Source: an optimization exercise on an open RTL-to-GDS flow (aim: small area). Production flows keep margins and buffers that such runs may drop. At most, simulation tests tie the RTL to the original design; equivalence was not proved. The flow treats the clock pin as an ideal source, which a real chip does not have. Power is estimated from default activity; no workload was simulated.

==> module clock, before the edit <==
module clock
(
    input        clk,
    input        rst_n,
    input  [2:0] key,
    output reg   led,
    output [3:0] dig,
    output       dp,
    output [7:0] smg
);
reg  [3:0] scq;
wire [1:0] q  = scq[1:0];
wire [1:0] sc = scq[3:2];
reg  [2:0] u;       
reg  [4:0] w;       
reg        h;       
wire q3     = (q == 2'd3);
wire u4     = u[2];
wire w24    = w[4] & w[3];
wire notrun = w24 & w[0];
wire tick   = q3 & u4 & w24 & ~w[0] & h;          
wire e_key   = (q == 2'd2) & u4;                  
wire e_press = q3 & (u == 3'd0) & ~notrun;        
wire e_led   = (q == 2'd0) & (u == 3'd4) & (w == 5'd24);
always @(posedge clk) begin
    if (!rst_n) begin
        scq <= 4'b1110;
        u   <= 3'd0;
        w   <= 5'd25;
        h   <= 1'b1;
    end else begin
        scq <= scq + 1'b1;
        if (q3) begin
            u <= u4 ? 3'd0 : u + 1'b1;
            if (u4) begin
                w <= w24 ? 5'd0 : w + 1'b1;
                if (w24)
                    h <= ~h;
            end
        end
    end
end
always @(posedge clk)
    led <= ~notrun & (e_led ? (~h & ~led) : (led & rst_n));
reg [2:0] key_s;
reg [2:0] prs;
always @(posedge clk) begin
    if (!rst_n)
        key_s <= 3'b111;
    else if (e_key)
        key_s <= key;
    if (e_key)
        prs <= key_s & ~key;
end
wire p_mode  = prs[0];
wire p_plus  = prs[1];
wire p_minus = prs[2];
reg [2:0] mode;
reg [3:0] sec_l, sec_h;
reg [3:0] min_l;
reg [2:0] min_h;
reg [3:0] hour_l, hour_h;
reg [3:0] hdisp_l, hdisp_h;    
reg [5:0] sec_cnt;
wire m1 = (mode == 3'd1);
wire m2 = (mode == 3'd2);
wire m3 = (mode == 3'd3);
wire m4 = mode[2] & ~mode[0];
wire m5 = mode[2] & mode[0];
wire pause = mode[1];
wire ed   = e_press & ~p_mode;       
wire cm   = tick & (sec_cnt == 6'd59);
wire ml9  = (min_l == 4'd9);
wire mh5  = (min_h == 3'd5);
wire cmh  = cm & ml9;
wire ch   = cmh & mh5;
wire hh2  = (hour_h == 4'd2);
wire e1 = ed & m1, e2 = ed & m2, e3 = ed & m3, e4 = ed & m4;
wire ml0 = (min_l == 4'd0);
wire ml_dw = e1 & p_minus & ml0;
wire ml_up = ((e1 & p_plus) | (cm & ~m1)) & ~ml_dw;
wire ml_dn = e1 & p_minus & ~p_plus & ~ml0;
wire [3:0] min_l_n = ml_dw ? 4'd9 :
                     (ml_up & ml9) ? 4'd0 :
                     ml_up ? min_l + 4'd1 :
                     ml_dn ? min_l - 4'd1 : min_l;
wire mh0 = (min_h == 3'd0);
wire mh_dw = e2 & p_minus & mh0;
wire mh_up = ((e2 & p_plus) | (cmh & ~m2)) & ~mh_dw;
wire mh_dn = e2 & p_minus & ~p_plus & ~mh0;
wire [2:0] min_h_n = mh_dw ? 3'd5 :
                     (mh_up & mh5) ? 3'd0 :
                     mh_up ? min_h + 3'd1 :
                     mh_dn ? min_h - 3'd1 : min_h;
wire hl0 = (hour_l == 4'd0);
wire hl_top = hh2 ? (hour_l == 4'd3) : (hour_l == 4'd9);
wire hl_dw = e3 & p_minus & hl0;
wire hl_up = ((e3 & p_plus) | (ch & ~m3)) & ~hl_dw;
wire hl_dn = e3 & p_minus & ~p_plus & ~hl0;
wire [3:0] hour_l_n = hl_dw ? (hh2 ? 4'd3 : 4'd9) :
                      (hl_up & hl_top) ? 4'd0 :
                      hl_up ? hour_l + 4'd1 :
                      hl_dn ? hour_l - 4'd1 : hour_l;
wire hh0 = (hour_h == 4'd0);
wire hh_dw = e4 & p_minus & hh0;
wire hh_clr = (e4 & p_plus & hh2) | (ch & ~m4 & hh2 & (hour_l == 4'd3));
wire hh_up = ((e4 & p_plus) | (ch & ~m4 & (hour_l == 4'd9))) & ~hh_dw;
wire hh_dn = e4 & p_minus & ~p_plus & ~hh0;
wire [3:0] hour_h_n = hh_dw ? 4'd2 :
                      hh_clr ? 4'd0 :
                      hh_up ? hour_h + 4'd1 :
                      hh_dn ? hour_h - 4'd1 : hour_h;
wire [2:0] mode_n = (e_press & p_mode) ? (m5 ? 3'd0 : mode + 3'd1) :
                    (e_press & m5 & p_plus) ? (mode ^ 3'b010) : mode;
wire [3:0] min_l_d  = rst_n ? min_l_n  : 4'd0;
wire [2:0] min_h_d  = rst_n ? min_h_n  : 3'd0;
wire [3:0] hour_l_d = rst_n ? hour_l_n : 4'd0;
wire [3:0] hour_h_d = rst_n ? hour_h_n : 4'd0;
wire [2:0] mode_d   = rst_n ? mode_n   : 3'd0;
wire sw_clr = ~rst_n | (e_press & p_minus);
wire sw_run = tick & m5 & ~pause;
wire sl9 = (sec_l == 4'd9);
always @(posedge clk) begin
    mode   <= mode_d;
    min_l  <= min_l_d;
    min_h  <= min_h_d;
    hour_l <= hour_l_d;
    hour_h <= hour_h_d;
    if (~(mode_d[2] & mode_d[0])) begin
        hdisp_l <= hour_l_d;
        hdisp_h <= hour_h_d;
    end
    if (!rst_n)
        sec_cnt <= 6'd0;
    else if (tick)
        sec_cnt <= (sec_cnt == 6'd59) ? 6'd0 : sec_cnt + 6'd1;
    if (sw_clr) begin
        sec_l <= 4'd0;
        sec_h <= 4'd0;
    end else if (sw_run) begin
        sec_l <= sl9 ? 4'd0 : sec_l + 4'd1;
        if (sec_h == 4'd9)
            sec_h <= 4'd0;
        else if (sl9)
            sec_h <= sec_h + 4'd1;
    end
end
wire [1:0] dsel = sc;
reg  [3:0] val;
always @(*) begin
    case (dsel)
        2'd0: val = hdisp_h;
        2'd1: val = hdisp_l;
        2'd2: val = m5 ? sec_h : {1'b0, min_h};
        default: val = m5 ? sec_l : min_l;
    endcase
end
reg [6:0] seg;
always @(*) begin
    case (val)
        4'd0: seg = 7'h3f;
        4'd1: seg = 7'h06;
        4'd2: seg = 7'h5b;
        4'd3: seg = 7'h4f;
        4'd4: seg = 7'h66;
        4'd5: seg = 7'h6d;
        4'd6: seg = 7'h7d;
        4'd7: seg = 7'h07;
        4'd8: seg = 7'h7f;
        4'd9: seg = 7'h6f;
        default: seg = 7'h00;
    endcase
end
assign smg = {~notrun, ~seg[6] & ~notrun, ~seg[5:0]};
assign dp  = m5;
wire blink = ~h & ((m4 & dsel == 2'd0) | (m3 & dsel == 2'd1) |
                   (m2 & dsel == 2'd2) | (m1 & dsel == 2'd3));
wire blank = notrun | blink | (m5 & ~dsel[1]);
assign dig = blank ? 4'b0000 : (4'b0001 << dsel);
endmodule
export LEC_CHECK = 0
export ABC_AREA = 1
export CAP_MARGIN = 20
export CORE_MARGIN = 2
export CORE_UTILIZATION = 65
export CTS_BUF_LIST = sky130_fd_sc_hd__clkbuf_4 sky130_fd_sc_hd__clkbuf_8
export CTS_CLUSTER_DIAMETER = 100
export CTS_CLUSTER_SIZE = 40
export PLACE_DENSITY = 0.8
export SLEW_MARGIN = 20
create_clock -name core_clock -period 10.0 [get_ports {clk}]
standard.sh (not shown) runs the stock make flow with config.mk's settings and CLKGATE_MAP_FILE= SYNTH_SCRIPT=/design/flow/synth_recipe.tcl, a recipe that flattens the netlist after the stock synthesis.
==> flow/flow/run.sh <==
#!/bin/bash
# Own flow: the standard synthesis with its combinational logic re-mapped
# for area (flip-flops kept as synthesised), the standard floorplan and
# placement, a small clock tree of its own, then the standard routing.
set -euo pipefail
W=$PWD
F=$W/flow
R=$W/orfs/results/$FLOW_PLATFORM/clock/base
P=$FLOW_HOME/platforms/$FLOW_PLATFORM
LIB=$P/lib/sky130_fd_sc_hd__tt_025C_1v80.lib

bash standard.sh synth > $W/synth.log 2>&1

cp $R/1_2_yosys.v $W/standard_synth.v
RESYN_LIB=$LIB RESYN_ABC=$F/resyn.abc RESYN_DONTUSE="$(cat $F/dontuse.txt)" \
RESYN_IN=$W/standard_synth.v RESYN_TOP=$FLOW_TOP RESYN_OUT=$W/resyn.v \
    yosys -c $F/resyn.tcl > $W/resyn.log 2>&1
cp $W/resyn.v $R/1_2_yosys.v
rm -f $R/1_synth.odb $R/1_synth.sdc

export BUFFER_PORTS_ARGS="-buffer_cell sky130_fd_sc_hd__buf_1"
bash standard.sh place > $W/place.log 2>&1

CTS_RESULTS=$R CTS_PLATFORM_DIR=$P CTS_NBUF=4 CTS_BUF=sky130_fd_sc_hd__clkbuf_8 \
CTS_DONT_USE="$(sed 's/-dont_use //g' $F/dontuse.txt)" \
    openroad -no_init -exit $F/cts.tcl > $W/cts.log 2>&1

bash standard.sh finish > $W/layout.log 2>&1
Other scripts of this flow, unchanged in this note and not shown: flow/flow/cts.tcl, flow/flow/dontuse.txt, flow/flow/resyn.abc, flow/flow/resyn.tcl
The baseline ran to the end with no violations.
==> next run, changes <==
--- a/flow/design.v
+++ b/flow/design.v
@@ -23,5 +23,5 @@
 wire e_key   = (q == 2'd2) & u4;                  
 wire e_press = q3 & (u == 3'd0) & ~notrun;        
-wire e_led   = (q == 2'd0) & (u == 3'd4) & (w == 5'd24);
+wire e_led   = (q == 2'd0) & u4 & w24;            
 always @(posedge clk) begin
     if (!rst_n) begin
=>
- routed wire length stays flat
- sequential power barely changes
- synthesized area hardly moves
- sequential share of layout area does not change
- maximum frequency came out lower by 6.2%
- via count stays flat
- global-route usage came out lower by 0.82 points
- cell area is unchanged
- synthesized cell count is about the same
- clock-buffer cell count does not change
No functional check of the RTL was part of the second run of this note.

port drivers added, routing unchanged:
Ports are ideal in the flow. The routed layouts listed here were re-timed in OpenROAD.
Step 1 sets driving cells, clkbuf_16 on the clock port and buf_2 on the other inputs (assumed; they add their load-dependent delay and slew).
Step 2 also shifts input and output timing later by t, the mid clock arrival at the registers, as if the neighbouring blocks saw the same clock.
a / b / c = ideal ports / drivers / drivers and shift; a / b = the first two.
run | t (ns) | setup WS [ns] | worst hold slack (ns) | latest minus earliest clock arrival (ns) | worst register clock-pin slew, ns
the first run | 0.201 | 4.743 / 4.689 / 4.890 | 0.431 / 0.431 / 0.431 | 0.036 / 0.036 | 0.11 / 0.11
the second run | 0.206 | 4.395 / 4.332 / 4.538 | 0.456 / 0.456 / 0.456 | 0.027 / 0.027 | 0.10 / 0.10
After both steps setup and hold are still met in every run listed.
